This is an optimization exercise on Yosys and OpenROAD, whose aim is small area and a short achievable clock period, not a production implementation. No functional check of the RTL was part of any run shown here.

## flow/design.v (module list and top-level ports; edited modules follow where they fit)
// module MAC: 1300 lines
// module FA: 6 lines
// module AOI21: 5 lines
// module OAI21: 5 lines
// module NAND2: 5 lines
// module NOR2: 5 lines
// module XOR2: 5 lines
// module XNOR2: 5 lines
// module INV: 5 lines
// module HA: 6 lines
module MAC(A,B,out,clk,reset);
  // ...
==> flow/flow/run.sh <==
#!/bin/bash
# The standard layout (standard.sh: standard synthesis and ORFS flow, SDC unchanged),
# with a hook after repair_design that sizes the port buffers and the operand inverters
# (hooks.tcl); knobs.sh holds the cell choices. make's output goes to make_flow.log, each
# ORFS step's log to orfs/logs/.
set -euo pipefail
HERE=$(cd "$(dirname "$0")" && pwd)
source "$HERE/knobs.sh"
export PORT_BUF_IN PORT_BUF_OUT OPND_INV DOWNSIZE HOOK_MARGIN
EXTRA=()
if [[ -n "${CTS_ARGS_K:-}" ]]; then EXTRA+=("CTS_ARGS=$CTS_ARGS_K"); fi
bash standard.sh BUFFER_PORTS_ARGS="-buffer_cell $PORT_BUF_IN" POST_RESIZE_TCL="$HERE/hooks.tcl" SETUP_SLACK_MARGIN=$MARGIN ${EXTRA[@]+"${EXTRA[@]}"} finish > make_flow.log 2>&1
==> flow/flow/hooks.tcl <==
# Sourced by ORFS after repair_design in the resize step (POST_RESIZE_TCL).
# Port buffers: inputs get $::env(PORT_BUF_IN), outputs $::env(PORT_BUF_OUT).
# Inverters fed by an input buffer (the operand inverters of the NOR partial
# products, each driving 16 gates) get $::env(OPND_INV).
set block [ord::get_db_block]
set n_in 0; set n_out 0; set n_inv 0
foreach bterm [$block getBTerms] {
  set net [$bterm getNet]
  if {$net eq "NULL"} continue
  set name [$bterm getName]
  if {$name eq "clk"} continue
  if {[$bterm getIoType] eq "INPUT"} {
    foreach it [$net getITerms] {
      set inst [$it getInst]
      set m [[$inst getMaster] getName]
      if {![string match "sky130_fd_sc_hd__*buf*" $m]} continue
      if {$m ne $::env(PORT_BUF_IN)} { replace_cell [get_cells [$inst getName]] [get_lib_cells $::env(PORT_BUF_IN)] }
      incr n_in
      foreach ot [$inst getITerms] {
        if {![$ot isOutputSignal]} continue
        set onet [$ot getNet]
        if {$onet eq "NULL"} continue
        foreach lt [$onet getITerms] {
          set li [$lt getInst]
          set lm [[$li getMaster] getName]
          if {[string match "sky130_fd_sc_hd__inv_*" $lm] && [$lt isInputSignal] && $::env(OPND_INV) ne ""} {
            replace_cell [get_cells [$li getName]] [get_lib_cells $::env(OPND_INV)]
            incr n_inv
          }
        }
      }
    }
  } else {
    foreach it [$net getITerms] {
      if {![$it isOutputSignal]} continue
      set inst [$it getInst]
      set m [[$inst getMaster] getName]
      if {![string match "sky130_fd_sc_hd__*buf*" $m]} continue
      if {$m ne $::env(PORT_BUF_OUT)} { replace_cell [get_cells [$inst getName]] [get_lib_cells $::env(PORT_BUF_OUT)] }
      incr n_out
    }
  }
}
puts "hooks: $n_in input buffers, $n_out output buffers, $n_inv operand inverters resized"

# Optional: every other cell to its drive-1 size (synthesis picks larger ones for speed),
# then repair_timing aiming at $::env(HOOK_MARGIN) ns of setup slack, so that only the
# cells on the paths that set the achieved period are sized up.
if {[info exists ::env(DOWNSIZE)] && $::env(DOWNSIZE)} {
  set n_down 0
  foreach inst [$block getInsts] {
    set m [[$inst getMaster] getName]
    if {[string match "*dfrtp*" $m] || [string match "*dfstp*" $m]} continue
    if {![regexp {^(sky130_fd_sc_hd__[a-z0-9]+)_([0-9]+)$} $m -> base sz]} continue
    if {$sz <= 1} continue
    set iname [$inst getName]
    if {[string match "input*" $iname] || [string match "output*" $iname]} continue
    if {[string match "sky130_fd_sc_hd__inv*" $m] && $::env(OPND_INV) eq $m} continue
    set lc [get_lib_cells -quiet ${base}_1]
    if {$lc eq ""} continue
    replace_cell [get_cells $iname] $lc
    incr n_down
  }
  puts "hooks: $n_down cells downsized"
}
if {[info exists ::env(HOOK_MARGIN)] && $::env(HOOK_MARGIN) > 0} {
  estimate_parasitics -placement
  puts "hooks: worst slack before [sta::worst_slack_cmd max]"
  repair_timing -setup -setup_margin $::env(HOOK_MARGIN) -match_cell_footprint -verbose
  puts "hooks: worst slack after [sta::worst_slack_cmd max]"
}
==> flow/flow/knobs.sh <==
PORT_BUF_IN=sky130_fd_sc_hd__buf_1
PORT_BUF_OUT=sky130_fd_sc_hd__buf_2
OPND_INV=sky130_fd_sc_hd__inv_4
MARGIN=0
DOWNSIZE=1
HOOK_MARGIN=0
CTS_ARGS_K="-sink_clustering_enable -repair_clock_nets -dont_use_dummy_load -buf_list sky130_fd_sc_hd__clkbuf_8"
==> flow/standard.sh <==
#!/bin/bash
# synth_recipe.tcl (not shown) runs the flow's synth.tcl, then flattens the netlist and writes it again
# the make line also repeats each setting of config.mk as NAME=value (left out here)
make -C /OpenROAD-flow-scripts/flow DESIGN_CONFIG=/design/flow/config.mk WORK_HOME=/design/flow/orfs CLKGATE_MAP_FILE= SYNTH_SCRIPT=/design/flow/synth_recipe.tcl "${@:-finish}"
==> flow/config.mk <==
export PLATFORM = sky130hd
export DESIGN_NAME = MAC
export DESIGN_NICKNAME = MAC
export VERILOG_FILES = /design/flow/design.v
export SDC_FILE = /design/flow/constraint.sdc
export NUM_CORES = 4
export LEC_CHECK = 0
export CAP_MARGIN = 20
export CORE_MARGIN = 2
export CORE_UTILIZATION = 60
export PLACE_DENSITY = 0.8
export SLEW_MARGIN = 20
export SYNTH_HIERARCHICAL = 1
==> flow/constraint.sdc <==
create_clock -name core_clock -period 18.0 [get_ports {clk}]
set_input_delay 3.6000 -clock core_clock [delete_from_list [all_inputs] [get_ports {clk}]]
set_output_delay 3.6000 -clock core_clock [all_outputs]
set_load 0.01 [all_outputs]
==> qor.yml, run 1 <==
outcome:
  status: "no timing/DRC/antenna violations"
setup_path:
  cpPeakStageDelay_ps: 440
  crit_path_end: "out[29]"
  r2r_setup_slack_ps: 12650
  worstPathMaxFanout: 5
  cp.depth: 10
  crit_chain: "ha_1, a21oi_1, o21ai_1, a21oi_1, inv_1, a21oi_1, inv_1, a21oi_1, xnor2_1, buf_2"
  path_class: "flip-flop to output pin"
synthesis:
  avgSynthCellArea_um2: 11.15
  synthSimpleGateAreaFrac_pct: 12.08
  synth_area_leaders: "fa_1, dfrtp_1, nor2_1, ha_1, buf_6"
  syn_area_um2: 9881
  synth-edff-count: 0
  yosys.area_share.xor_xnor_pct: 2.748
detailed_routing:
  totalWireLength_um: 22230
  met3_length_um: 2232
  via_per_inst: 5.736
layout:
  layout_common_cells: "nor2_1, fa_1, dfrtp_1"
  nNonClkBuffers: 71
  clock_area_share_pct: 1.309
  multi_input_gates: 678
  stdcell_count: 1082
hold_path:
  hold_class: "flip-flop to flip-flop"
  min-delay-start: "x[35]"
cts:
  cts-root-buf: "clkbuf_8"
  ctsResizeCount: 0
  cts_hold_buf: 0
timing:
  finalCritPeriodShare_pct: 37.26
  rsz0062_at_grt: "false"
  clock_skew_ps: 27.21
  slew_headroom_pct: 54.65
floorplan:
  die_w_um: 132.3
  ios: 70
  core-area_um2: 16000
  start_util_pct: 61.75
  dieArea_um2: 17510
global_route:
  grt_util_met3_pct: 5.882
  grtUsageMet2_pct: 42.49
place:
  dpl.cell_count: 1072
  dpl_cell_area_um2: 9310
==> run 2: changes to the inputs <==
--- a/flow/design.v
+++ b/flow/design.v
@@ -797,31 +797,35 @@
   wire s483, c484;
   FA us483 (pp_1_0, c482, s421, s483, c484);
   wire s485, c486;
   FA us485 (c422, c484, s423, s485, c486);
   wire s487, c488;
   FA us487 (c424, s425, c486, s487, c488);
   wire s489, c490;
   FA us489 (c426, s427, c488, s489, c490);
-  assign ncr = c490;
+  wire s491, c492;
+  FA us491 (c428, s429, c490, s491, c492);
+  wire s493, c494;
+  FA us493 (c430, s431, c492, s493, c494);
+  assign ncr = c494;
   assign nx[0] = s481;
   assign ny[0] = 1'b0;
   assign nx[1] = s483;
   assign ny[1] = 1'b0;
   assign nx[2] = s485;
   assign ny[2] = 1'b0;
   assign nx[3] = s487;
   assign ny[3] = 1'b0;
   assign nx[4] = s489;
   assign ny[4] = 1'b0;
-  assign nx[5] = c428;
-  assign ny[5] = s429;
-  assign nx[6] = c430;
-  assign ny[6] = s431;
+  assign nx[5] = s491;
+  assign ny[5] = 1'b0;
+  assign nx[6] = s493;
+  assign ny[6] = 1'b0;
   assign nx[7] = c432;
   assign ny[7] = s433;
   assign nx[8] = c434;
   assign ny[8] = s435;
   assign nx[9] = c436;
   assign ny[9] = s437;
   assign nx[10] = c438;
   assign ny[10] = s439;
@@ -881,427 +885,397 @@
       y <= 36'd0;
       cr <= 1'b0;
     end else begin
       cr <= ncr;
       x <= nx;
       y <= ny;
     end
   wire ag1, ap2;
-  HA uap2 (x[5], y[5], ap2, ag1);
+  HA uap2 (x[7], y[7], ap2, ag1);
   wire ag3, ap4;
-  HA uap4 (x[6], y[6], ap4, ag3);
+  HA uap4 (x[8], y[8], ap4, ag3);
   wire ag5, ap6;
-  HA uap6 (x[7], y[7], ap6, ag5);
+  HA uap6 (x[9], y[9], ap6, ag5);
   wire ag7, ap8;
-  HA uap8 (x[8], y[8], ap8, ag7);
+  HA uap8 (x[10], y[10], ap8, ag7);
   wire ag9, ap10;
-  HA uap10 (x[9], y[9], ap10, ag9);
+  HA uap10 (x[11], y[11], ap10, ag9);
   wire ag11, ap12;
-  HA uap12 (x[10], y[10], ap12, ag11);
+  HA uap12 (x[12], y[12], ap12, ag11);
   wire ag13, ap14;
-  HA uap14 (x[11], y[11], ap14, ag13);
+  HA uap14 (x[13], y[13], ap14, ag13);
   wire ag15, ap16;
-  HA uap16 (x[12], y[12], ap16, ag15);
+  HA uap16 (x[14], y[14], ap16, ag15);
   wire ag17, ap18;
-  HA uap18 (x[13], y[13], ap18, ag17);
+  HA uap18 (x[15], y[15], ap18, ag17);
   wire ag19, ap20;
-  HA uap20 (x[14], y[14], ap20, ag19);
+  HA uap20 (x[16], y[16], ap20, ag19);
   wire ag21, ap22;
-  HA uap22 (x[15], y[15], ap22, ag21);
+  HA uap22 (x[17], y[17], ap22, ag21);
   wire ag23, ap24;
-  HA uap24 (x[16], y[16], ap24, ag23);
+  HA uap24 (x[18], y[18], ap24, ag23);
   wire ag25, ap26;
-  HA uap26 (x[17], y[17], ap26, ag25);
+  HA uap26 (x[19], y[19], ap26, ag25);
   wire ag27, ap28;
-  HA uap28 (x[18], y[18], ap28, ag27);
+  HA uap28 (x[20], y[20], ap28, ag27);
   wire ag29, ap30;
-  HA uap30 (x[19], y[19], ap30, ag29);
+  HA uap30 (x[21], y[21], ap30, ag29);
   wire ag31, ap32;
-  HA uap32 (x[20], y[20], ap32, ag31);
+  HA uap32 (x[22], y[22], ap32, ag31);
   wire ag33, ap34;
-  HA uap34 (x[21], y[21], ap34, ag33);
+  HA uap34 (x[23], y[23], ap34, ag33);
   wire ag35, ap36;
-  HA uap36 (x[22], y[22], ap36, ag35);
+  HA uap36 (x[24], y[24], ap36, ag35);
   wire ag37, ap38;
-  HA uap38 (x[23], y[23], ap38, ag37);
+  HA uap38 (x[25], y[25], ap38, ag37);
   wire ag39, ap40;
-  HA uap40 (x[24], y[24], ap40, ag39);
+  HA uap40 (x[26], y[26], ap40, ag39);
   wire ag41, ap42;
-  HA uap42 (x[25], y[25], ap42, ag41);
+  HA uap42 (x[27], y[27], ap42, ag41);
   wire ag43, ap44;
-  HA uap44 (x[26], y[26], ap44, ag43);
+  HA uap44 (x[28], y[28], ap44, ag43);
   wire ag45, ap46;
-  HA uap46 (x[27], y[27], ap46, ag45);
+  HA uap46 (x[29], y[29], ap46, ag45);
   wire ag47, ap48;
-  HA uap48 (x[28], y[28], ap48, ag47);
+  HA uap48 (x[30], y[30], ap48, ag47);
   wire ag49, ap50;
-  HA uap50 (x[29], y[29], ap50, ag49);
-  wire ag51, ap52;
-  HA uap52 (x[30], y[30], ap52, ag51);
-  wire ag53, ap54;
-  HA uap54 (x[31], y[31], ap54, ag53);
-  wire aG55;
-  AOI21 uaG55 (ap2, cr, ag1, aG55);
+  HA uap50 (x[31], y[31], ap50, ag49);
+  wire aG51;
+  AOI21 uaG51 (ap2, cr, ag1, aG51);
+  wire aG52;
+  AOI21 uaG52 (ap6, ag3, ag5, aG52);
+  wire at53;
+  NAND2 uat53 (ap6, ap4, at53);
+  wire aG54;
+  AOI21 uaG54 (ap10, ag7, ag9, aG54);
+  wire at55;
+  NAND2 uat55 (ap10, ap8, at55);
   wire aG56;
-  AOI21 uaG56 (ap6, ag3, ag5, aG56);
+  AOI21 uaG56 (ap14, ag11, ag13, aG56);
   wire at57;
-  NAND2 uat57 (ap6, ap4, at57);
+  NAND2 uat57 (ap14, ap12, at57);
   wire aG58;
-  AOI21 uaG58 (ap10, ag7, ag9, aG58);
+  AOI21 uaG58 (ap18, ag15, ag17, aG58);
   wire at59;
-  NAND2 uat59 (ap10, ap8, at59);
+  NAND2 uat59 (ap18, ap16, at59);
   wire aG60;
-  AOI21 uaG60 (ap14, ag11, ag13, aG60);
+  AOI21 uaG60 (ap22, ag19, ag21, aG60);
   wire at61;
-  NAND2 uat61 (ap14, ap12, at61);
+  NAND2 uat61 (ap22, ap20, at61);
   wire aG62;
-  AOI21 uaG62 (ap18, ag15, ag17, aG62);
+  AOI21 uaG62 (ap26, ag23, ag25, aG62);
   wire at63;
-  NAND2 uat63 (ap18, ap16, at63);
+  NAND2 uat63 (ap26, ap24, at63);
   wire aG64;
-  AOI21 uaG64 (ap22, ag19, ag21, aG64);
+  AOI21 uaG64 (ap30, ag27, ag29, aG64);
   wire at65;
-  NAND2 uat65 (ap22, ap20, at65);
+  NAND2 uat65 (ap30, ap28, at65);
   wire aG66;
-  AOI21 uaG66 (ap26, ag23, ag25, aG66);
+  AOI21 uaG66 (ap34, ag31, ag33, aG66);
   wire at67;
-  NAND2 uat67 (ap26, ap24, at67);
+  NAND2 uat67 (ap34, ap32, at67);
   wire aG68;
-  AOI21 uaG68 (ap30, ag27, ag29, aG68);
+  AOI21 uaG68 (ap38, ag35, ag37, aG68);
   wire at69;
-  NAND2 uat69 (ap30, ap28, at69);
+  NAND2 uat69 (ap38, ap36, at69);
   wire aG70;
-  AOI21 uaG70 (ap34, ag31, ag33, aG70);
+  AOI21 uaG70 (ap42, ag39, ag41, aG70);
   wire at71;
-  NAND2 uat71 (ap34, ap32, at71);
+  NAND2 uat71 (ap42, ap40, at71);
   wire aG72;
-  AOI21 uaG72 (ap38, ag35, ag37, aG72);
+  AOI21 uaG72 (ap46, ag43, ag45, aG72);
   wire at73;
-  NAND2 uat73 (ap38, ap36, at73);
+  NAND2 uat73 (ap46, ap44, at73);
   wire aG74;
-  AOI21 uaG74 (ap42, ag39, ag41, aG74);
+  AOI21 uaG74 (ap50, ag47, ag49, aG74);
   wire at75;
-  NAND2 uat75 (ap42, ap40, at75);
-  wire aG76;
-  AOI21 uaG76 (ap46, ag43, ag45, aG76);
-  wire at77;
-  NAND2 uat77 (ap46, ap44, at77);
+  NAND2 uat75 (ap50, ap48, at75);
+  wire at76;
+  NAND2 uat76 (x[33], x[32], at76);
+  wire aG77;
+  OAI21 uaG77 (at53, aG51, aG52, aG77);
   wire aG78;
-  AOI21 uaG78 (ap50, ag47, ag49, aG78);
+  OAI21 uaG78 (at55, aG52, aG54, aG78);
   wire at79;
-  NAND2 uat79 (ap50, ap48, at79);
+  NOR2 uat79 (at55, at53, at79);
   wire aG80;
-  AOI21 uaG80 (ap54, ag51, ag53, aG80);
+  OAI21 uaG80 (at57, aG54, aG56, aG80);
   wire at81;
-  NAND2 uat81 (ap54, ap52, at81);
-  wire at82;
-  NAND2 uat82 (x[33], x[32], at82);
-  wire aG83;
-  OAI21 uaG83 (at57, aG55, aG56, aG83);
+  NOR2 uat81 (at57, at55, at81);
+  wire aG82;
+  OAI21 uaG82 (at59, aG56, aG58, aG82);
+  wire at83;
+  NOR2 uat83 (at59, at57, at83);
   wire aG84;
-  OAI21 uaG84 (at59, aG56, aG58, aG84);
+  OAI21 uaG84 (at61, aG58, aG60, aG84);
   wire at85;
-  NOR2 uat85 (at59, at57, at85);
+  NOR2 uat85 (at61, at59, at85);
   wire aG86;
-  OAI21 uaG86 (at61, aG58, aG60, aG86);
+  OAI21 uaG86 (at63, aG60, aG62, aG86);
   wire at87;
-  NOR2 uat87 (at61, at59, at87);
+  NOR2 uat87 (at63, at61, at87);
   wire aG88;
-  OAI21 uaG88 (at63, aG60, aG62, aG88);
+  OAI21 uaG88 (at65, aG62, aG64, aG88);
   wire at89;
-  NOR2 uat89 (at63, at61, at89);
+  NOR2 uat89 (at65, at63, at89);
   wire aG90;
-  OAI21 uaG90 (at65, aG62, aG64, aG90);
+  OAI21 uaG90 (at67, aG64, aG66, aG90);
   wire at91;
-  NOR2 uat91 (at65, at63, at91);
+  NOR2 uat91 (at67, at65, at91);
   wire aG92;
-  OAI21 uaG92 (at67, aG64, aG66, aG92);
+  OAI21 uaG92 (at69, aG66, aG68, aG92);
   wire at93;
-  NOR2 uat93 (at67, at65, at93);
+  NOR2 uat93 (at69, at67, at93);
   wire aG94;
-  OAI21 uaG94 (at69, aG66, aG68, aG94);
+  OAI21 uaG94 (at71, aG68, aG70, aG94);
   wire at95;
-  NOR2 uat95 (at69, at67, at95);
+  NOR2 uat95 (at71, at69, at95);
   wire aG96;
-  OAI21 uaG96 (at71, aG68, aG70, aG96);
+  OAI21 uaG96 (at73, aG70, aG72, aG96);
   wire at97;
-  NOR2 uat97 (at71, at69, at97);
+  NOR2 uat97 (at73, at71, at97);
   wire aG98;
-  OAI21 uaG98 (at73, aG70, aG72, aG98);
+  OAI21 uaG98 (at75, aG72, aG74, aG98);
   wire at99;
-  NOR2 uat99 (at73, at71, at99);
-  wire aG100;
-  OAI21 uaG100 (at75, aG72, aG74, aG100);
+  NOR2 uat99 (at75, at73, at99);
+  wire at100;
+  NOR2 uat100 (at76, aG74, at100);
   wire at101;
-  NOR2 uat101 (at75, at73, at101);
-  wire aG102;
-  OAI21 uaG102 (at77, aG74, aG76, aG102);
-  wire at103;
-  NOR2 uat103 (at77, at75, at103);
+  NOR2 uat101 (at76, at75, at101);
+  wire ai102;
+  INV uai102 (aG51, ai102);
+  wire aG103;
+  AOI21 uaG103 (at79, ai102, aG78, aG103);
   wire aG104;
-  OAI21 uaG104 (at79, aG76, aG78, aG104);
-  wire at105;
-  NOR2 uat105 (at79, at77, at105);
-  wire aG106;
-  OAI21 uaG106 (at81, aG78, aG80, aG106);
-  wire at107;
-  NOR2 uat107 (at81, at79, at107);
+  AOI21 uaG104 (at81, aG77, aG80, aG104);
+  wire aG105;
+  AOI21 uaG105 (at83, aG78, aG82, aG105);
+  wire at106;
+  NAND2 uat106 (at83, at79, at106);
+  wire aG107;
+  AOI21 uaG107 (at85, aG80, aG84, aG107);
   wire at108;
-  NOR2 uat108 (at82, aG80, at108);
-  wire at109;
-  NOR2 uat109 (at82, at81, at109);
-  wire ai110;
-  INV uai110 (aG55, ai110);
+  NAND2 uat108 (at85, at81, at108);
+  wire aG109;
+  AOI21 uaG109 (at87, aG82, aG86, aG109);
+  wire at110;
+  NAND2 uat110 (at87, at83, at110);
   wire aG111;
-  AOI21 uaG111 (at85, ai110, aG84, aG111);
-  wire aG112;
-  AOI21 uaG112 (at87, aG83, aG86, aG112);
+  AOI21 uaG111 (at89, aG84, aG88, aG111);
+  wire at112;
+  NAND2 uat112 (at89, at85, at112);
   wire aG113;
-  AOI21 uaG113 (at89, aG84, aG88, aG113);
+  AOI21 uaG113 (at91, aG86, aG90, aG113);
   wire at114;
-  NAND2 uat114 (at89, at85, at114);
+  NAND2 uat114 (at91, at87, at114);
   wire aG115;
-  AOI21 uaG115 (at91, aG86, aG90, aG115);
+  AOI21 uaG115 (at93, aG88, aG92, aG115);
   wire at116;
-  NAND2 uat116 (at91, at87, at116);
+  NAND2 uat116 (at93, at89, at116);
   wire aG117;
-  AOI21 uaG117 (at93, aG88, aG92, aG117);
+  AOI21 uaG117 (at95, aG90, aG94, aG117);
   wire at118;
-  NAND2 uat118 (at93, at89, at118);
+  NAND2 uat118 (at95, at91, at118);
   wire aG119;
-  AOI21 uaG119 (at95, aG90, aG94, aG119);
+  AOI21 uaG119 (at97, aG92, aG96, aG119);
   wire at120;
-  NAND2 uat120 (at95, at91, at120);
+  NAND2 uat120 (at97, at93, at120);
   wire aG121;
-  AOI21 uaG121 (at97, aG92, aG96, aG121);
+  AOI21 uaG121 (at99, aG94, aG98, aG121);
   wire at122;
-  NAND2 uat122 (at97, at93, at122);
+  NAND2 uat122 (at99, at95, at122);
   wire aG123;
-  AOI21 uaG123 (at99, aG94, aG98, aG123);
+  AOI21 uaG123 (at101, aG96, at100, aG123);
   wire at124;
-  NAND2 uat124 (at99, at95, at124);
+  NAND2 uat124 (at101, at97, at124);
   wire aG125;
-  AOI21 uaG125 (at101, aG96, aG100, aG125);
-  wire at126;
-  NAND2 uat126 (at101, at97, at126);
+  OAI21 uaG125 (at106, aG51, aG105, aG125);
+  wire ai126;
+  INV uai126 (aG77, ai126);
   wire aG127;
-  AOI21 uaG127 (at103, aG98, aG102, aG127);
-  wire at128;
-  NAND2 uat128 (at103, at99, at128);
+  OAI21 uaG127 (at108, ai126, aG107, aG127);
+  wire aG128;
+  OAI21 uaG128 (at110, aG103, aG109, aG128);
   wire aG129;
-  AOI21 uaG129 (at105, aG100, aG104, aG129);
-  wire at130;
-  NAND2 uat130 (at105, at101, at130);
-  wire aG131;
-  AOI21 uaG131 (at107, aG102, aG106, aG131);
-  wire at132;
-  NAND2 uat132 (at107, at103, at132);
-  wire aG133;
-  AOI21 uaG133 (at109, aG104, at108, aG133);
-  wire at134;
-  NAND2 uat134 (at109, at105, at134);
-  wire aG135;
-  OAI21 uaG135 (at114, aG55, aG113, aG135);
-  wire ai136;
-  INV uai136 (aG83, ai136);
-  wire aG137;
-  OAI21 uaG137 (at116, ai136, aG115, aG137);
+  OAI21 uaG129 (at112, aG104, aG111, aG129);
+  wire aG130;
+  OAI21 uaG130 (at114, aG105, aG113, aG130);
+  wire at131;
+  NOR2 uat131 (at114, at106, at131);
+  wire aG132;
+  OAI21 uaG132 (at116, aG107, aG115, aG132);
+  wire at133;
+  NOR2 uat133 (at116, at108, at133);
+  wire aG134;
+  OAI21 uaG134 (at118, aG109, aG117, aG134);
+  wire at135;
+  NOR2 uat135 (at118, at110, at135);
+  wire aG136;
+  OAI21 uaG136 (at120, aG111, aG119, aG136);
+  wire at137;
+  NOR2 uat137 (at120, at112, at137);
   wire aG138;
-  OAI21 uaG138 (at118, aG111, aG117, aG138);
-  wire aG139;
-  OAI21 uaG139 (at120, aG112, aG119, aG139);
+  OAI21 uaG138 (at122, aG113, aG121, aG138);
+  wire at139;
+  NOR2 uat139 (at122, at114, at139);
   wire aG140;
-  OAI21 uaG140 (at122, aG113, aG121, aG140);
+  OAI21 uaG140 (at124, aG115, aG123, aG140);
   wire at141;
-  NOR2 uat141 (at122, at114, at141);
+  NOR2 uat141 (at124, at116, at141);
   wire aG142;
-  OAI21 uaG142 (at124, aG115, aG123, aG142);
-  wire at143;
-  NOR2 uat143 (at124, at116, at143);
-  wire aG144;
-  OAI21 uaG144 (at126, aG117, aG125, aG144);
-  wire at145;
-  NOR2 uat145 (at126, at118, at145);
-  wire aG146;
-  OAI21 uaG146 (at128, aG119, aG127, aG146);
-  wire at147;
-  NOR2 uat147 (at128, at120, at147);
+  AOI21 uaG142 (at131, ai102, aG130, aG142);
+  wire aG143;
+  AOI21 uaG143 (at133, aG77, aG132, aG143);
+  wire ai144;
+  INV uai144 (aG103, ai144);
+  wire aG145;
+  AOI21 uaG145 (at135, ai144, aG134, aG145);
+  wire ai146;
+  INV uai146 (aG104, ai146);
+  wire aG147;
+  AOI21 uaG147 (at137, ai146, aG136, aG147);
   wire aG148;
-  OAI21 uaG148 (at130, aG121, aG129, aG148);
-  wire at149;
-  NOR2 uat149 (at130, at122, at149);
+  AOI21 uaG148 (at139, aG125, aG138, aG148);
+  wire aG149;
+  AOI21 uaG149 (at141, aG127, aG140, aG149);
   wire aG150;
-  OAI21 uaG150 (at132, aG123, aG131, aG150);
-  wire at151;
-  NOR2 uat151 (at132, at124, at151);
+  AOI21 uaG150 (ap4, ai102, ag3, aG150);
+  wire aG151;
+  AOI21 uaG151 (ap8, aG77, ag7, aG151);
   wire aG152;
-  OAI21 uaG152 (at134, aG125, aG133, aG152);
-  wire at153;
-  NOR2 uat153 (at134, at126, at153);
+  AOI21 uaG152 (ap12, ai144, ag11, aG152);
+  wire aG153;
+  AOI21 uaG153 (ap16, ai146, ag15, aG153);
   wire aG154;
-  AOI21 uaG154 (at141, ai110, aG140, aG154);
+  AOI21 uaG154 (ap20, aG125, ag19, aG154);
   wire aG155;
-  AOI21 uaG155 (at143, aG83, aG142, aG155);
-  wire ai156;
-  INV uai156 (aG111, ai156);
+  AOI21 uaG155 (ap24, aG127, ag23, aG155);
+  wire aG156;
+  AOI21 uaG156 (ap28, aG128, ag27, aG156);
   wire aG157;
-  AOI21 uaG157 (at145, ai156, aG144, aG157);
+  AOI21 uaG157 (ap32, aG129, ag31, aG157);
   wire ai158;
-  INV uai158 (aG112, ai158);
+  INV uai158 (aG142, ai158);
   wire aG159;
-  AOI21 uaG159 (at147, ai158, aG146, aG159);
-  wire aG160;
-  AOI21 uaG160 (at149, aG135, aG148, aG160);
+  AOI21 uaG159 (ap36, ai158, ag35, aG159);
+  wire ai160;
+  INV uai160 (aG143, ai160);
   wire aG161;
-  AOI21 uaG161 (at151, aG137, aG150, aG161);
-  wire aG162;
-  AOI21 uaG162 (at153, aG138, aG152, aG162);
+  AOI21 uaG161 (ap40, ai160, ag39, aG161);
+  wire ai162;
+  INV uai162 (aG145, ai162);
   wire aG163;
-  AOI21 uaG163 (ap4, ai110, ag3, aG163);
-  wire aG164;
-  AOI21 uaG164 (ap8, aG83, ag7, aG164);
+  AOI21 uaG163 (ap44, ai162, ag43, aG163);
+  wire ai164;
+  INV uai164 (aG147, ai164);
   wire aG165;
-  AOI21 uaG165 (ap12, ai156, ag11, aG165);
-  wire aG166;
-  AOI21 uaG166 (ap16, ai158, ag15, aG166);
-  wire aG167;
-  AOI21 uaG167 (ap20, aG135, ag19, aG167);
-  wire aG168;
-  AOI21 uaG168 (ap24, aG137, ag23, aG168);
-  wire aG169;
-  AOI21 uaG169 (ap28, aG138, ag27, aG169);
-  wire aG170;
-  AOI21 uaG170 (ap32, aG139, ag31, aG170);
-  wire ai171;
-  INV uai171 (aG154, ai171);
-  wire aG172;
-  AOI21 uaG172 (ap36, ai171, ag35, aG172);
-  wire ai173;
-  INV uai173 (aG155, ai173);
-  wire aG174;
-  AOI21 uaG174 (ap40, ai173, ag39, aG174);
-  wire ai175;
-  INV uai175 (aG157, ai175);
-  wire aG176;
-  AOI21 uaG176 (ap44, ai175, ag43, aG176);
-  wire ai177;
-  INV uai177 (aG159, ai177);
-  wire aG178;
-  AOI21 uaG178 (ap48, ai177, ag47, aG178);
-  wire ai179;
-  INV uai179 (aG160, ai179);
-  wire aG180;
-  AOI21 uaG180 (ap52, ai179, ag51, aG180);
-  wire ai181;
-  INV uai181 (aG161, ai181);
-  wire at182;
-  NAND2 uat182 (x[32], ai181, at182);
-  wire ai183;
-  INV uai183 (aG162, ai183);
-  wire at184;
-  NAND2 uat184 (x[34], ai183, at184);
+  AOI21 uaG165 (ap48, ai164, ag47, aG165);
+  wire ai166;
+  INV uai166 (aG148, ai166);
+  wire at167;
+  NAND2 uat167 (x[32], ai166, at167);
+  wire ai168;
+  INV uai168 (aG149, ai168);
+  wire at169;
+  NAND2 uat169 (x[34], ai168, at169);
   assign out[0] = x[0];
   assign out[1] = x[1];
   assign out[2] = x[2];
   assign out[3] = x[3];
   assign out[4] = x[4];
+  assign out[5] = x[5];
+  assign out[6] = x[6];
+  wire ao170;
+  XOR2 uao170 (ap2, cr, ao170);
+  assign out[7] = ao170;
+  wire ao171;
+  XNOR2 uao171 (ap4, aG51, ao171);
+  assign out[8] = ao171;
+  wire ao172;
+  XNOR2 uao172 (ap6, aG150, ao172);
+  assign out[9] = ao172;
+  wire ao173;
+  XOR2 uao173 (ap8, aG77, ao173);
+  assign out[10] = ao173;
+  wire ao174;
+  XNOR2 uao174 (ap10, aG151, ao174);
+  assign out[11] = ao174;
+  wire ao175;
+  XNOR2 uao175 (ap12, aG103, ao175);
+  assign out[12] = ao175;
+  wire ao176;
+  XNOR2 uao176 (ap14, aG152, ao176);
+  assign out[13] = ao176;
+  wire ao177;
+  XNOR2 uao177 (ap16, aG104, ao177);
+  assign out[14] = ao177;
+  wire ao178;
+  XNOR2 uao178 (ap18, aG153, ao178);
+  assign out[15] = ao178;
+  wire ao179;
+  XOR2 uao179 (ap20, aG125, ao179);
+  assign out[16] = ao179;
+  wire ao180;
+  XNOR2 uao180 (ap22, aG154, ao180);
+  assign out[17] = ao180;
+  wire ao181;
+  XOR2 uao181 (ap24, aG127, ao181);
+  assign out[18] = ao181;
+  wire ao182;
+  XNOR2 uao182 (ap26, aG155, ao182);
+  assign out[19] = ao182;
+  wire ao183;
+  XOR2 uao183 (ap28, aG128, ao183);
+  assign out[20] = ao183;
+  wire ao184;
+  XNOR2 uao184 (ap30, aG156, ao184);
+  assign out[21] = ao184;
   wire ao185;
-  XOR2 uao185 (ap2, cr, ao185);
-  assign out[5] = ao185;
+  XOR2 uao185 (ap32, aG129, ao185);
+  assign out[22] = ao185;
   wire ao186;
-  XNOR2 uao186 (ap4, aG55, ao186);
-  assign out[6] = ao186;
+  XNOR2 uao186 (ap34, aG157, ao186);
+  assign out[23] = ao186;
   wire ao187;
-  XNOR2 uao187 (ap6, aG163, ao187);
-  assign out[7] = ao187;
+  XNOR2 uao187 (ap36, aG142, ao187);
+  assign out[24] = ao187;
   wire ao188;
-  XOR2 uao188 (ap8, aG83, ao188);
-  assign out[8] = ao188;
+  XNOR2 uao188 (ap38, aG159, ao188);
+  assign out[25] = ao188;
   wire ao189;
-  XNOR2 uao189 (ap10, aG164, ao189);
-  assign out[9] = ao189;
+  XNOR2 uao189 (ap40, aG143, ao189);
+  assign out[26] = ao189;
   wire ao190;
-  XNOR2 uao190 (ap12, aG111, ao190);
-  assign out[10] = ao190;
+  XNOR2 uao190 (ap42, aG161, ao190);
+  assign out[27] = ao190;
   wire ao191;
-  XNOR2 uao191 (ap14, aG165, ao191);
-  assign out[11] = ao191;
+  XNOR2 uao191 (ap44, aG145, ao191);
+  assign out[28] = ao191;
   wire ao192;
-  XNOR2 uao192 (ap16, aG112, ao192);
-  assign out[12] = ao192;
+  XNOR2 uao192 (ap46, aG163, ao192);
+  assign out[29] = ao192;
   wire ao193;
-  XNOR2 uao193 (ap18, aG166, ao193);
-  assign out[13] = ao193;
+  XNOR2 uao193 (ap48, aG147, ao193);
+  assign out[30] = ao193;
   wire ao194;
-  XOR2 uao194 (ap20, aG135, ao194);
-  assign out[14] = ao194;
+  XNOR2 uao194 (ap50, aG165, ao194);
+  assign out[31] = ao194;
   wire ao195;
-  XNOR2 uao195 (ap22, aG167, ao195);
-  assign out[15] = ao195;
+  XNOR2 uao195 (x[32], aG148, ao195);
+  assign out[32] = ao195;
   wire ao196;
-  XOR2 uao196 (ap24, aG137, ao196);
-  assign out[16] = ao196;
+  XNOR2 uao196 (x[33], at167, ao196);
+  assign out[33] = ao196;
   wire ao197;
-  XNOR2 uao197 (ap26, aG168, ao197);
-  assign out[17] = ao197;
+  XNOR2 uao197 (x[34], aG149, ao197);
+  assign out[34] = ao197;
   wire ao198;
-  XOR2 uao198 (ap28, aG138, ao198);
-  assign out[18] = ao198;
-  wire ao199;
-  XNOR2 uao199 (ap30, aG169, ao199);
-  assign out[19] = ao199;
-  wire ao200;
-  XOR2 uao200 (ap32, aG139, ao200);
-  assign out[20] = ao200;
-  wire ao201;
-  XNOR2 uao201 (ap34, aG170, ao201);
-  assign out[21] = ao201;
-  wire ao202;
-  XNOR2 uao202 (ap36, aG154, ao202);
-  assign out[22] = ao202;
-  wire ao203;
-  XNOR2 uao203 (ap38, aG172, ao203);
-  assign out[23] = ao203;
-  wire ao204;
-  XNOR2 uao204 (ap40, aG155, ao204);
-  assign out[24] = ao204;
-  wire ao205;
-  XNOR2 uao205 (ap42, aG174, ao205);
-  assign out[25] = ao205;
-  wire ao206;
-  XNOR2 uao206 (ap44, aG157, ao206);
-  assign out[26] = ao206;
-  wire ao207;
-  XNOR2 uao207 (ap46, aG176, ao207);
-  assign out[27] = ao207;
-  wire ao208;
-  XNOR2 uao208 (ap48, aG159, ao208);
-  assign out[28] = ao208;
-  wire ao209;
-  XNOR2 uao209 (ap50, aG178, ao209);
-  assign out[29] = ao209;
-  wire ao210;
-  XNOR2 uao210 (ap52, aG160, ao210);
-  assign out[30] = ao210;
-  wire ao211;
-  XNOR2 uao211 (ap54, aG180, ao211);
-  assign out[31] = ao211;
-  wire ao212;
-  XNOR2 uao212 (x[32], aG161, ao212);
-  assign out[32] = ao212;
-  wire ao213;
-  XNOR2 uao213 (x[33], at182, ao213);
-  assign out[33] = ao213;
-  wire ao214;
-  XNOR2 uao214 (x[34], aG162, ao214);
-  assign out[34] = ao214;
-  wire ao215;
-  XNOR2 uao215 (x[35], at184, ao215);
-  assign out[35] = ao215;
+  XNOR2 uao198 (x[35], at169, ao198);
+  assign out[35] = ao198;
 endmodule
 module FA(a, b, c, s, co);
   input a, b, c;
   output s, co;
   assign s = a ^ b ^ c;
   assign co = (a & b) | (a & c) | (b & c);
 endmodule
 module AOI21(a1, a2, b1, y);
==> run 2 against run 1 <==
Compared with the run above:
- register-to-register slack gained 60 ps
- synthesized cell count fell by 1.7%
- hold slack better by 4.9 ps
- area after synthesis shrank 1.2%
- non-clock buffer count rose by 1
- sequential share of layout area is 0.34 points lower
- first-iteration DRC count increased by 8.5%
- cell count decreased by 1.3%
- maximum frequency down 7.7%
==> qor.yml, run 2 <==
outcome:
  status: "no timing/DRC/antenna violations"
detailed_routing:
  postRouteAntennaNets: 0
  totalWireLength_um: 22020  # -0.92%
  wl_per_cell_um: 20.62
  drtPass1Iterations: 5
  top_layer_used: "met4"
  drc_errors: 0
  route.met2.wl_um: 10530
  drt_iter0_drc: 563
  via_per_inst: 5.844  # +1.9%
  met3_length_um: 2354  # +5.5%
  routed-via-count: 6241
  drt-met1-wl_um: 8261
timing:
  period_needed_ps: 7265
  fin_tns_setup_ps: 0
  setup_viol: 0
  maxSlewViolCount: 0
  finalCritPeriodShare_pct: 40.36  # +3.1 points
  max_freq_mhz: 137.7
  rsz0062_at_grt: "false"
  hold_violations: 0
  worst_pin_slew_ps: 1029
  clock_skew_ps: 21.73  # -5.483 ps
  slew_headroom_pct: 31.42  # -23 points
synthesis:
  syn_area_um2: 9764  # -1.2%
  synth-edff-count: 0  # unchanged
  yosysTopAreaCell: "fa_1"
  yosysWarningCount: 7
  synthArstFlopShare_pct: 100.0
  postSynthCellCount: 871
  ys_seq_elements: 62
  synth_area_leaders: "fa_1, dfrtp_1, nor2_1, buf_6, ha_1"
  synth_fp_nets: 1177
  yosys-top-cells-count: "nor2_1, fa_1, dfrtp_1"
  synth.distinct_cells: 14
  synthFlopType: "dfrtp_1"
  seq_area_frac_synth_pct: 15.89
  synth_top_area_share_pct: 47.16
  yosysMostFrequentCell: "nor2_1"
  avgSynthCellArea_um2: 11.21  # +0.52%
cts:
  cts_max_level: 3
  clock_sinks: 62
  cts_buffers: 9
  clk_pin_slew_ps: 70
  postCtsSetupBuffers: 0
  cts.path.max_buffers: 2
  cts-root-buf: "clkbuf_8"
  tritoncts: "yes"
  clock_latency_ps: 350
  ctsResizeCount: 0  # unchanged
  cts_hold_buf: 0  # unchanged
layout:
  area_delta_synth_final_pct: -4.139
  n_antenna_cell: 0
  nets: 1160
  final_common_cell: "nor2_1"
  fill_cells: 1340
  top_regs: "x (36), y (25), cr (1)"
  drive_gt1_share_pct: 9.390
  layout_common_cells: "nor2_1, fa_1, dfrtp_1"
  fin_util_pct: 58.92
  largest_reg_flops: 36
  regMostFlops: "x"
floorplan:
  core-area_um2: 15890  # -0.72%
  dieArea_um2: 17310  # -1.1%
  die_w_um: 131.6  # -0.57%
  start_util_pct: 61.47  # -0.29 points
  die_h_um: 131.6
  ios: 70  # unchanged
  fp-row-count: 46
setup_path:
  path_class: "input port to flip-flop"
  r2r_setup_slack_ps: 12710  # +60 ps
  cpPeakStageDelay_ps: 750  # +310 ps
  critPathMostFrequentCell: "fa_1"
  cp-end-kind: "flip-flop"
  critPathSlowestCell: "buf_1"
  required_ps: 18210
  worstPathMaxFanout: 16  # +11
  start_kind: "input port"
  crit_chain: "buf_1, inv_4, buf_1, nor2_1, fa_1, fa_1, fa_1, fa_1, fa_1, fa_1"
  cp.arrival_ps: 7480
global_route:
  grt_first_pass_wirelength_um: 35750
  first_global_vias: 6740
  grt_max_degree: 63
  grt-ovfl-total: 0
  grt_util_all_layers_pct: 26.96
  grt_antenna_before_repair: 0
place:
  io_buffer_count: 69
  gp_congestion: 0.8877
  place_hpwl_um: 16890
hold_path:
  hold_class: "flip-flop to flip-flop"
job:
  cap_violations: 0
-- run 2: cell families (layout without fill, tap and decap cells) --
group	after synthesis	after routing	synth area share (%)
AOI/OAI and AO/OA	65	65	4.985
xor gates and xnor gates	29	29	2.601
adders and majority gates	272	272	52.54
buffers and inverters	143	124	11.92
DFF	62	62	15.89
and+or+nand+nor	300	300	12.07
-- run 2: path summary, 6_finish.rpt --
path | start | end | depth (start not counted)
worst max-delay path | B[14] | y[15] | 10
worst min-delay path | x[35] | x[35] | 1
worst max register to register | x[7] | y[17] | 13
worst min register to register | x[35] | x[35] | 1
max in group asynchronous | reset | y[30] | 4
min in group asynchronous | reset | x[35] | 3
-- run 2: metrics by stage --
stage | setup slack, ps | hold slack, ps | cell area, um^2 | instances
floorplan | 11190 | 435.2 | 9764 | 871
global placement | 10770 | 448.3 | 9306 | 1058
detailed placement | 10380 | 453.8 | 9213 | 1058
CTS | 10760 | 463.0 | 9336 | 1067
global route | 10690 | 485.0 | 9360 | 1068
finish | 10740 | 456.5 | 9360 | 1068
-- run 2: critical path: cells and delay by family --
| kind | cells | cell delay, ps |
|---|---|---|
| adders and majority gates | 6 | 2810 |
| and+or+nand+nor | 1 | 160 |
| buffers and inverters | 3 | 890 |
-- run 2: cell type report --
class                           instances  area (um^2)  area share, %
Multi-Input combinational cell        666         6835          73.03
Sequential cell                        62         1551          16.58
Timing Repair Buffer                   72        335.3          3.582
Tap cell                              216        270.3          2.887
Inverter                               43        244.0          2.607
Clock buffer                            9        123.9          1.323
-- run 2: layer usage --
layer	global-route usage [%]	up-vias
met5	0	-
met4	10.51	0
met3	6.636	81
met2	42.58	410
met1	36.40	3190
li1	-	2560
-- run 2: Yosys stat by module (local to each module, per instance) --
module  area, um^2  flops+latches  times used  cells inside
MAC           3571             62           1           419
FA           20.02              0         230             1
HA           12.51              0          42             1
AOI21        8.758              0          43             1
XNOR2        8.758              0          23             1
XOR2         8.758              0           6             1
OAI21        5.005              0          22             1
INV          3.754              0          42             1
NAND2        3.754              0          25             1
NOR2         3.754              0          19             1

-- static timing again, ports no longer ideal --
No port has a modelled driver above. Below, the same layouts with a new extraction and two added sets of constraints. Step 1 assumes that a clkbuf_16 drives the clock port and a buf_2 every other input. Step 2 moves the port delays by t, midway between the first and last clock arrival at a register: inputs arrive t later, outputs are due t later. That takes back most of the time a late clock gives input paths. Slacks: ideal ports / drivers / drivers and shift; pairs: ideal ports / drivers.
run	shift t [ns]	slack for setup (ns)	latest minus earliest clock arrival (ns)	worst slew at a driven data input, ns	pins driven straight from the clock port
run 1	0.376	11.294 / 11.253 / 10.985	0.027 / 0.028	0.04	1
run 2	0.374	10.736 / 10.748 / 10.374	0.021 / 0.022	0.04	1
After both steps every run listed still meets setup and hold. The setup slack of run 2, which loses most, moves by +0.012 ns with the drivers and by -0.362 ns with both steps.
